From an optimization exercise on the open Yosys and OpenROAD flow, aimed at small area, a short achievable clock period and few clock cycles per item; shortcuts taken in it are not production practice. For this run, only the layout was checked, not whether the RTL still works.

[flow/design.v]
module fir_lane_add #(parameter bit NEGC = 1'b0) (
    input  logic [27:0] a,
    input  logic [31:0] sa,
    input  logic [31:0] sb,
    input  logic        nz,
    input  logic        sp,
    output logic [27:0] n
);
    logic [31:0] t;
    logic c31, c10, v31, hx, rnd;
    logic [27:0] u1, u2, pp, gg;
    logic [28:0] s;
    always_comb begin
        t = {1'b0, sa[30:0]} + {1'b0, sb[30:0]};
        c31 = t[31];
        c10 = t[10] ^ sa[10] ^ sb[10];
        hx = sa[31] ^ sb[31];
        v31 = hx ^ c31;
        rnd = v31 & nz;
        if (NEGC) begin
            u1 = {6'b111111, hx, ~sa[30:10]};
            u2 = {5'b00000, c31 & ~hx, 1'b0, ~sb[30:10]};
            gg[0] = ~c10;
        end else begin
            u1 = {{6{hx & ~sp}}, hx, sa[30:10]};
            u2 = {{6{c31 & ~hx & ~sp}}, 1'b0, sb[30:10]};
            gg[0] = c10;
        end
        pp = a ^ u1 ^ u2;
        gg[27:1] = (a[26:0] & u1[26:0]) | (a[26:0] & u2[26:0]) | (u1[26:0] & u2[26:0]);
        s = {pp, 1'b1} + {gg, NEGC ? ~rnd : rnd};
        n = s[28:1];
    end
endmodule
module fir (
    input  logic        clock,
    input  logic        reset,
    input  logic [31:0] x_in,
    output logic        x_rd_en,
    input  logic        x_empty,
    output logic [31:0] y_out,
    input  logic        y_out_full,
    output logic        y_wr_en
);
logic [31:0] x;           
logic [31:0] y;           
logic        xv;          
logic [2:0]  cnt;         
logic [7:0]  ph;          
logic        sh;          
logic        ov;          
logic [27:0] yreg;
logic [27:0] acc0;
logic [26:0] acc1, acc2;
logic [25:0] acc3;
logic        rd;
assign rd = x_rd_en & ~x_empty;
assign x_rd_en = ~(ov & (cnt == 3'd7));
assign y_wr_en = ov & ~y_out_full;
assign y_out = {{4{yreg[27]}}, yreg};
logic nz0, nz1, nz2, sp0, sp1;
assign nz0 = |x[9:0];
assign nz1 = |x[8:0];
assign nz2 = |x[7:0];
assign sp0 = x[31] & ~|x[30:0];
assign sp1 = x[30] & ~|x[29:0];
logic [31:0] sa0, sb0, sa1, sb1, sa2, sb2, sa3, sb3;
logic nz0l, nz1l, nz2l, nz3l;
logic sp0l, sp1l, sp2l, sp3l;
logic [31:0] s0_0;
logic [31:0] s0_1;
assign s0_0 = ({32{ph[0] | ph[2]}} & (x << 0))
    | ({32{ph[1] | ph[6]}} & (y << 1))
    | ({32{ph[3] | ph[4] | ph[7]}} & (y << 0))
    | ({32{ph[5]}} & (y << 2));
assign s0_1 = ({32{ph[0]}} & (y << 2))
    | ({32{ph[1] | ph[3]}} & (y << 3))
    | ({32{ph[2]}} & (x << 5))
    | ({32{ph[4]}} & (x << 4));
assign sa0 = s0_0;
assign sb0 = s0_1;
assign nz0l = ((ph[0] | ph[2] | ph[3] | ph[4] | ph[7]) & nz0) | ((ph[1] | ph[6]) & nz1) | ((ph[5]) & nz2);
logic [31:0] s1_0;
logic [31:0] s1_1;
logic [31:0] s1_2;
assign s1_0 = ({32{ph[0]}} & (x << 9))
    | ({32{ph[1]}} & ((x << 9) | 32'd2))
    | ({32{ph[2]}} & ((x << 9) | 32'd66))
    | ({32{ph[3]}} & ((x << 8) | 32'd1))
    | ({32{ph[4]}} & ((x << 8) | 32'd8))
    | ({32{ph[5]}} & (x << 7))
    | ({32{ph[6]}} & (x << 6))
    | ({32{ph[7]}} & (y << 3));
assign s1_1 = ({32{ph[0]}} & (x << 6))
    | ({32{ph[1]}} & (x << 4))
    | ({32{ph[2]}} & (~x << 6))
    | ({32{ph[3]}} & (y << 5))
    | ({32{ph[4]}} & (~x << 3))
    | ({32{ph[5]}} & (y << 3))
    | ({32{ph[6]}} & (y << 2))
    | ({32{ph[7]}} & 32'd1);
assign s1_2 = ({32{ph[0] | ph[5]}} & (y << 0))
    | ({32{ph[1] | ph[2]}} & (~x << 1))
    | ({32{ph[3] | ph[7]}} & (~y << 0))
    | ({32{ph[4]}} & (x << 0))
    | ({32{ph[6]}} & (x << 1));
assign sa1 = s1_0 ^ s1_1 ^ s1_2;
assign sb1 = {(s1_0[30:0] & s1_1[30:0]) | (s1_0[30:0] & s1_2[30:0]) | (s1_1[30:0] & s1_2[30:0]), 1'b0};
assign nz1l = ((ph[0] | ph[3] | ph[4] | ph[5] | ph[7]) & nz0) | ((ph[1] | ph[2] | ph[6]) & nz1);
assign sp1l = ((ph[0] | ph[3] | ph[4] | ph[5] | ph[7]) & sp0) | ((ph[1] | ph[2] | ph[6]) & sp1);
logic [31:0] s2_0;
logic [31:0] s2_1;
logic [31:0] s2_2;
assign s2_0 = ({32{ph[0]}} & (y << 3))
    | ({32{ph[1]}} & (x << 6))
    | ({32{ph[2]}} & (x << 7))
    | ({32{ph[3]}} & ((x << 8) | 32'd8))
    | ({32{ph[4]}} & ((x << 8) | 32'd1))
    | ({32{ph[5]}} & ((x << 9) | 32'd66))
    | ({32{ph[6]}} & ((x << 9) | 32'd2))
    | ({32{ph[7]}} & (x << 9));
assign s2_1 = ({32{ph[0]}} & 32'd1)
    | ({32{ph[1]}} & (y << 2))
    | ({32{ph[2]}} & (y << 3))
    | ({32{ph[3]}} & (~x << 3))
    | ({32{ph[4]}} & (y << 5))
    | ({32{ph[5]}} & (~x << 6))
    | ({32{ph[6]}} & (x << 4))
    | ({32{ph[7]}} & (x << 6));
assign s2_2 = ({32{ph[0] | ph[4]}} & (~y << 0))
    | ({32{ph[1]}} & (x << 1))
    | ({32{ph[2] | ph[7]}} & (y << 0))
    | ({32{ph[3]}} & (x << 0))
    | ({32{ph[5] | ph[6]}} & (~x << 1));
assign sa2 = s2_0 ^ s2_1 ^ s2_2;
assign sb2 = {(s2_0[30:0] & s2_1[30:0]) | (s2_0[30:0] & s2_2[30:0]) | (s2_1[30:0] & s2_2[30:0]), 1'b0};
assign nz2l = ((ph[0] | ph[2] | ph[3] | ph[4] | ph[7]) & nz0) | ((ph[1] | ph[5] | ph[6]) & nz1);
assign sp2l = ((ph[0] | ph[2] | ph[3] | ph[4] | ph[7]) & sp0) | ((ph[1] | ph[5] | ph[6]) & sp1);
logic [31:0] s3_0;
logic [31:0] s3_1;
assign s3_0 = ({32{ph[0] | ph[3] | ph[4]}} & (y << 0))
    | ({32{ph[1] | ph[6]}} & (y << 1))
    | ({32{ph[2]}} & (y << 2))
    | ({32{ph[5] | ph[7]}} & (x << 0));
assign s3_1 = ({32{ph[3]}} & (x << 4))
    | ({32{ph[4] | ph[6]}} & (y << 3))
    | ({32{ph[5]}} & (x << 5))
    | ({32{ph[7]}} & (y << 2));
assign sa3 = s3_0;
assign sb3 = s3_1;
assign nz3l = ((ph[0] | ph[3] | ph[4] | ph[5] | ph[7]) & nz0) | ((ph[1] | ph[6]) & nz1) | ((ph[2]) & nz2);
logic [27:0] a0, n0;
logic [26:0] a1, a2, n1, n2;
logic [25:0] a3, n3;
logic [27:0] n0w, n1w, n2w, n3w;
assign a0 = sh ? {acc1[26], acc1} : acc0;
assign a1 = sh ? {acc2[25], acc2} : acc1;
assign a2 = sh ? {acc3[25], acc3} : acc2;
assign a3 = sh ? '0 : acc3;
fir_lane_add #(1'b1) l0 (.a(a0), .sa(sa0), .sb(sb0), .nz(nz0l), .sp(1'b0), .n(n0w));
fir_lane_add #(1'b0) l1 (.a({{1{a1[26]}}, a1}), .sa(sa1), .sb(sb1), .nz(nz1l), .sp(sp1l), .n(n1w));
fir_lane_add #(1'b0) l2 (.a({{1{a2[26]}}, a2}), .sa(sa2), .sb(sb2), .nz(nz2l), .sp(sp2l), .n(n2w));
fir_lane_add #(1'b1) l3 (.a({{2{a3[25]}}, a3}), .sa(sa3), .sb(sb3), .nz(nz3l), .sp(1'b0), .n(n3w));
assign n0 = n0w;
assign n1 = n1w[26:0];
assign n2 = n2w[26:0];
assign n3 = n3w[25:0];
always_ff @(posedge clock or posedge reset) begin
    if (reset) begin
        x <= '0;
        y <= '0;
        xv <= 1'b0;
        cnt <= '0;
        ph <= 8'd1;
        sh <= 1'b0;
        ov <= 1'b0;
        acc0 <= '0;
        acc1 <= '0;
        acc2 <= '0;
        acc3 <= '0;
    end else begin
        x <= rd ? x_in : 32'd0;
        y <= rd ? x_in + {x_in[30:0], 1'b0} : 32'd0;
        xv <= rd;
        if (rd) begin
            cnt <= cnt + 3'd1;
            ph <= 8'd1 << cnt;
        end
        sh <= xv & ph[7];
        ov <= sh | (ov & y_out_full);
        acc0 <= n0;
        acc1 <= n1;
        acc2 <= n2;
        acc3 <= n3;
    end
end
always_ff @(posedge clock) begin
    if (sh) yreg <= acc0;
end
endmodule
module fm_lpr_fir (
    input  logic        clock,
    input  logic        reset,
    input  logic [31:0] x_in,
    output logic        x_rd_en,
    input  logic        x_empty,
    output logic [31:0] y_out,
    input  logic        y_out_full,
    output logic        y_wr_en
);
fir fir_lpr_inst (
    .clock(clock),
    .reset(reset),
    .x_in(x_in),
    .x_rd_en(x_rd_en),
    .x_empty(x_empty),
    .y_out(y_out),
    .y_out_full(y_out_full),
    .y_wr_en(y_wr_en)
);
endmodule
[flow/run.sh]
#!/bin/bash
# synth_recipe.tcl (not shown) runs the flow's synth.tcl, then flattens the netlist and writes it again
# the make line also repeats each setting of config.mk as NAME=value (left out here)
make -C /OpenROAD-flow-scripts/flow DESIGN_CONFIG=/design/flow/config.mk WORK_HOME=/design/flow/orfs CLKGATE_MAP_FILE= SYNTH_SCRIPT=/design/flow/synth_recipe.tcl finish
[flow/config.mk]
export PLATFORM = sky130hd
export DESIGN_NAME = fm_lpr_fir
export DESIGN_NICKNAME = fm_lpr_fir
export VERILOG_FILES = /design/flow/design.v
export SDC_FILE = /design/flow/constraint.sdc
export NUM_CORES = 4
export LEC_CHECK = 0
export CAP_MARGIN = 20
export CORE_MARGIN = 2
export CORE_UTILIZATION = 40
export SLEW_MARGIN = 20
[flow/constraint.sdc]
create_clock -name core_clock -period 12.0 [get_ports {clock}]
set_input_delay 2.4000 -clock core_clock [delete_from_list [all_inputs] [get_ports {clock}]]
set_output_delay 2.4000 -clock core_clock [all_outputs]
set_load 0.01 [all_outputs]
==> summary.txt <==
-- how the worst min path moves through the flow --
stage,slack [ns],endpoint,start
floorplan,0.42,fir_lpr_inst.yreg[21]$_DFFE_PP_,fir_lpr_inst.acc0[21]$_DFF_PP0_
global placement,0.43,fir_lpr_inst.sh$_DFF_PP0_,fir_lpr_inst.xv$_DFF_PP0_
detailed placement,0.44,fir_lpr_inst.yreg[24]$_DFFE_PP_,fir_lpr_inst.acc0[24]$_DFF_PP0_
CTS,0.45,fir_lpr_inst.yreg[24]$_DFFE_PP_,fir_lpr_inst.acc0[24]$_DFF_PP0_
global route,0.46,fir_lpr_inst.yreg[24]$_DFFE_PP_,fir_lpr_inst.acc0[24]$_DFF_PP0_
finish,0.45,fir_lpr_inst.yreg[24]$_DFFE_PP_,fir_lpr_inst.acc0[24]$_DFF_PP0_
-- synthesized netlist by cell type (all sizes together), types with 29 or more instances --
master    n
nor2b    52
a222oi   78
a21o    117
a211oi   31
and2     49
o21ai   161
mux2i   136
a22oi    75
nand4   133
nand3   107
nand2   572
a21oi   171
nand2b   29
buf      82
ha      268
nor3     30
fa      153
clkbuf  197
inv     325
xnor2    84
and3     44
dfrtp   184
nor2    108
xor2     47
-- sequential cells by signal, indices dropped and copies added, names as in the netlist --
register and cells:
fir_lpr_inst.acc0 28, fir_lpr_inst.yreg 28, fir_lpr_inst.acc1 27, fir_lpr_inst.y 31, fir_lpr_inst.acc2 27, fir_lpr_inst.ov 1, fir_lpr_inst.acc3 26, fir_lpr_inst.xv 1
fir_lpr_inst.x 32, fir_lpr_inst.ph 8, fir_lpr_inst.cnt 3, fir_lpr_inst.sh 1
-- logic make-up after synthesis --
kind of cell | count (synthesis)
compound gates | 835
xor+xnor | 132
fa+ha+maj | 423
buf+inv | 606
flops | 213
mux | 157
simple gates | 1214
-- metal layers --
layer / global-route usage / up-vias
li1: - / 12457
met1: 0.387 / 13215
met2: 0.431 / 1623
met3: 0.0939 / 342
met4: 0.110 / 0
met5: 0 / -
-- final cells by class --
cell class | instances | area, µm²
fillers | 7244 | 40500
multi-input cells | 2761 | 21000
flip-flops and latches | 213 | 5490
inverters | 327 | 1230
well taps | 950 | 1190
repair buffers | 110 | 998
clock buffers | 41 | 800
clock inverters | 11 | 180
-- critical path: cells and delay by family (launching register included) --
| family | cells | cell delay, ns |
|---|---|---|
| buffers and inverters | 4 | 1.13 |
| adder cells (fa/ha/maj) | 4 | 1.57 |
| flip-flops | 1 | 1.18 |
| AND/OR/NAND/NOR | 3 | 0.78 |
| AO/OA/AOI/OAI | 19 | 3.78 |
==> qor.txt <==
===========================================================================================
# IOs                                                                                    70
Final number of max-transition violations                                                 0
Skew-Pair Late Insertion Delay                                                      0.61 ns
Top flip-flop cell by instance count after synthesis                           sky130_fd_sc_hd__dfrtp_1
Height of the chip                                                                   272 µm
Initial standard-cell utilization of the core                                         0.403
Non-Filler Cell Area, Final                                                       30900 µm²
Number of nets in the final layout                                                     3898
Final worst path period share                                                         0.716
Max Buffers Root-to-Sink                                                                  3
Total routing resource utilization after global routing                               0.289
Worst hold path depth                                                                     0
Vias                                                                                  27637
Arrival time of the worst setup path                                                9.06 ns
Most common library cell in the layout ignoring fill and taps                  sky130_fd_sc_hd__nand2_1
Setup total negative slack                                                             0 ns
Synthesis warning total                                                                   3
Kind of start point of the critical path                                          flip-flop
Depth of the worst register-to-register path                                             30
Fraction of layout instances using a drive strength above 1                          0.0485
Number of flops mapped to enable cells by yosys                                          28
Required time at the endpoint of the critical path                                 12.47 ns
Dominant cell type by area after synthesis                                     sky130_fd_sc_hd__dfrtp_1
H-tree lvl count                                                                          1
Worst reg-to-reg setup slack                                                        3.41 ns
Area share of and/or/nand/nor cells after synthesis                                   0.203
Synthesized area divided by synthesized cell count                                 8.04 µm²
Sequential cell area fraction in the yosys report                                     0.190
Utilization after layout                                                              0.433
Routed wire length per instance                                                     24.7 µm
Number of failing setup endpoints in the final timing report                              0
Highest-delay cell along the critical path                                     sky130_fd_sc_hd__dfstp_2
Hold slack final                                                                   0.448 ns
Share of flip-flops with an asynchronous set or reset                                 0.869
Gp weighted congestion                                                                 1.01
Share of cell area taken by muxes after synthesis                                    0.0555
Initial antenna violation count                                                           1
Synth Area in Adders                                                                  0.224
Routed via count divided by cell count                                                 6.26
Cts bufs inserted                                                                        28
Clock-pin slew on the worst setup and hold paths                                    0.06 ns
Most used cell along the critical path                                         sky130_fd_sc_hd__a21o_1
Met2 Wirelength                                                                     45.4 mm
Pin count of the biggest net entering global routing                                    110
Placeable core region                                                             71400 µm²
X dimension of the die                                                               272 µm
Worst hold-check path type                                                     flip-flop to flip-flop
Count of max-cap constraint violations                                                    0
Total congestion overflow after global routing                                            0
Result of the run                                                              finished clean
Launching point of the worst reg2reg path                                      fir_lpr_inst.ph[0]$_DFFE_PP1P_
Biggest cell delay along the critical path                                          1.18 ns
Drc violations                                                                            0
Synthesized instance count                                                             3580
Standard-cell row count                                                                  98
Worst-Margin Slew                                                                   1.21 ns
Number of distinct library cells after synthesis                                         97
Placed cells                                                                           4361
Area share of the leading cell type in the synthesized netlist                        0.160
Post-CTS repair timing setup buffer count                                                 0
Slew Limit Headroom                                                                   0.185
Number of routed nets with antenna violations                                             0
RSZ-0062 raised after global routing                                                     no
Commonest cells after routing, fill and taps aside                             sky130_fd_sc_hd__nand2_1 (572), sky130_fd_sc_hd__inv_1 (323), sky130_fd_sc_hd__ha_1 (268), sky130_fd_sc_hd__dfrtp_1 (176), sky130_fd_sc_hd__a21oi_1 (168)
Largest family of logic cells by synthesized area                               adder cells
Highest attainable clock frequency                                                  116 MHz
Wire length on met3                                                                 13.6 mm
Non-filler instance count after layout                                                 4413
Total length of routed wires                                                         109 mm
Post-cts hold buffer count                                                                0
Critical path origin                                                           fir_lpr_inst.ph[0]$_DFFE_PP1P_
Final WS setup                                                                      3.41 ns
Post-CTS resize count                                                                     0
Area fraction in compound gates after synthesis                                       0.206
Uppermost layer routed                                                                 met4
Kind of capture point of the worst setup path                                     flip-flop
Most area-consuming cells after synthesis                                      sky130_fd_sc_hd__dfrtp_1 (16%), sky130_fd_sc_hd__ha_1 (12%), sky130_fd_sc_hd__fa_1 (11%)
Crit Path Class                                                                flip-flop to flip-flop
Count of clock tree sinks                                                               213
Wl on met1                                                                          44.8 mm
Number of global-route vias before repair                                             26739
First-pass GRT wire length                                                           165 mm
Cell at the root of the clock tree                                             sky130_fd_sc_hd__clkbuf_16
Endpoints failing hold                                                                    0
Crit Path Max Fanout                                                                     45
Area added between synthesis and finish                                               7.26%
FF-to-FF End                                                                   fir_lpr_inst.acc2[25]$_DFF_PP0_
HPWL after detailed placement                                                       80.4 mm
Fin crit period                                                                     8.59 ns
Number of design-rule violations left by the first detailed-router iteration           4135
Worst setup timing slack at the placement stage                                     3.53 ns
Number of buffers inserted by port buffering                                             69
Total die area                                                                    74100 µm²
Net count of the mapped netlist                                                        4037
Worst setup path end                                                           fir_lpr_inst.acc2[25]$_DFF_PP0_
Antenna diodes                                                                            0
Cell area after synthesis                                                         28800 µm²
Clock tree from TritonCTS                                                              done
Total of flip-flops plus latches after synthesis                                        213
Clock Skew                                                                        0.0309 ns
Placed Instance Area                                                              29900 µm²
Post-synthesis xor/xnor area fraction                                                0.0406
Number of detailed-route iterations in the first pass                                    11
===========================================================================================

==> static timing again, ports no longer ideal <==
In the flow no input, the clock included, has a driving cell. The finished layout below was timed again as built, in two steps.
Step 1 sets driving cells, clkbuf_16 on the clock port and buf_2 on the other inputs (assumed; they add their load-dependent delay and slew).
Step 2 adds t to the input delays and takes it off the output delays; t is the mean of the earliest and latest rising clock arrival at the registers after step 1. Input paths then give back, and output paths get back, about the clock's delay inside the block.
a / b / c = ideal ports / drivers / drivers and shift; a / b = the first two.
t (ns): 0.653
setup WS [ns]: 3.405 / 3.405 / 3.405
hold slack, ns: 0.448 / 0.448 / 0.448
slew at the worst register clock pin (ns): 0.06 / 0.06
worst data-port slew with drivers (ns): 0.04
After both steps setup and hold are still met in this run. The setup slack of this run moves by 0.000 ns with the drivers and by 0.000 ns with both steps.
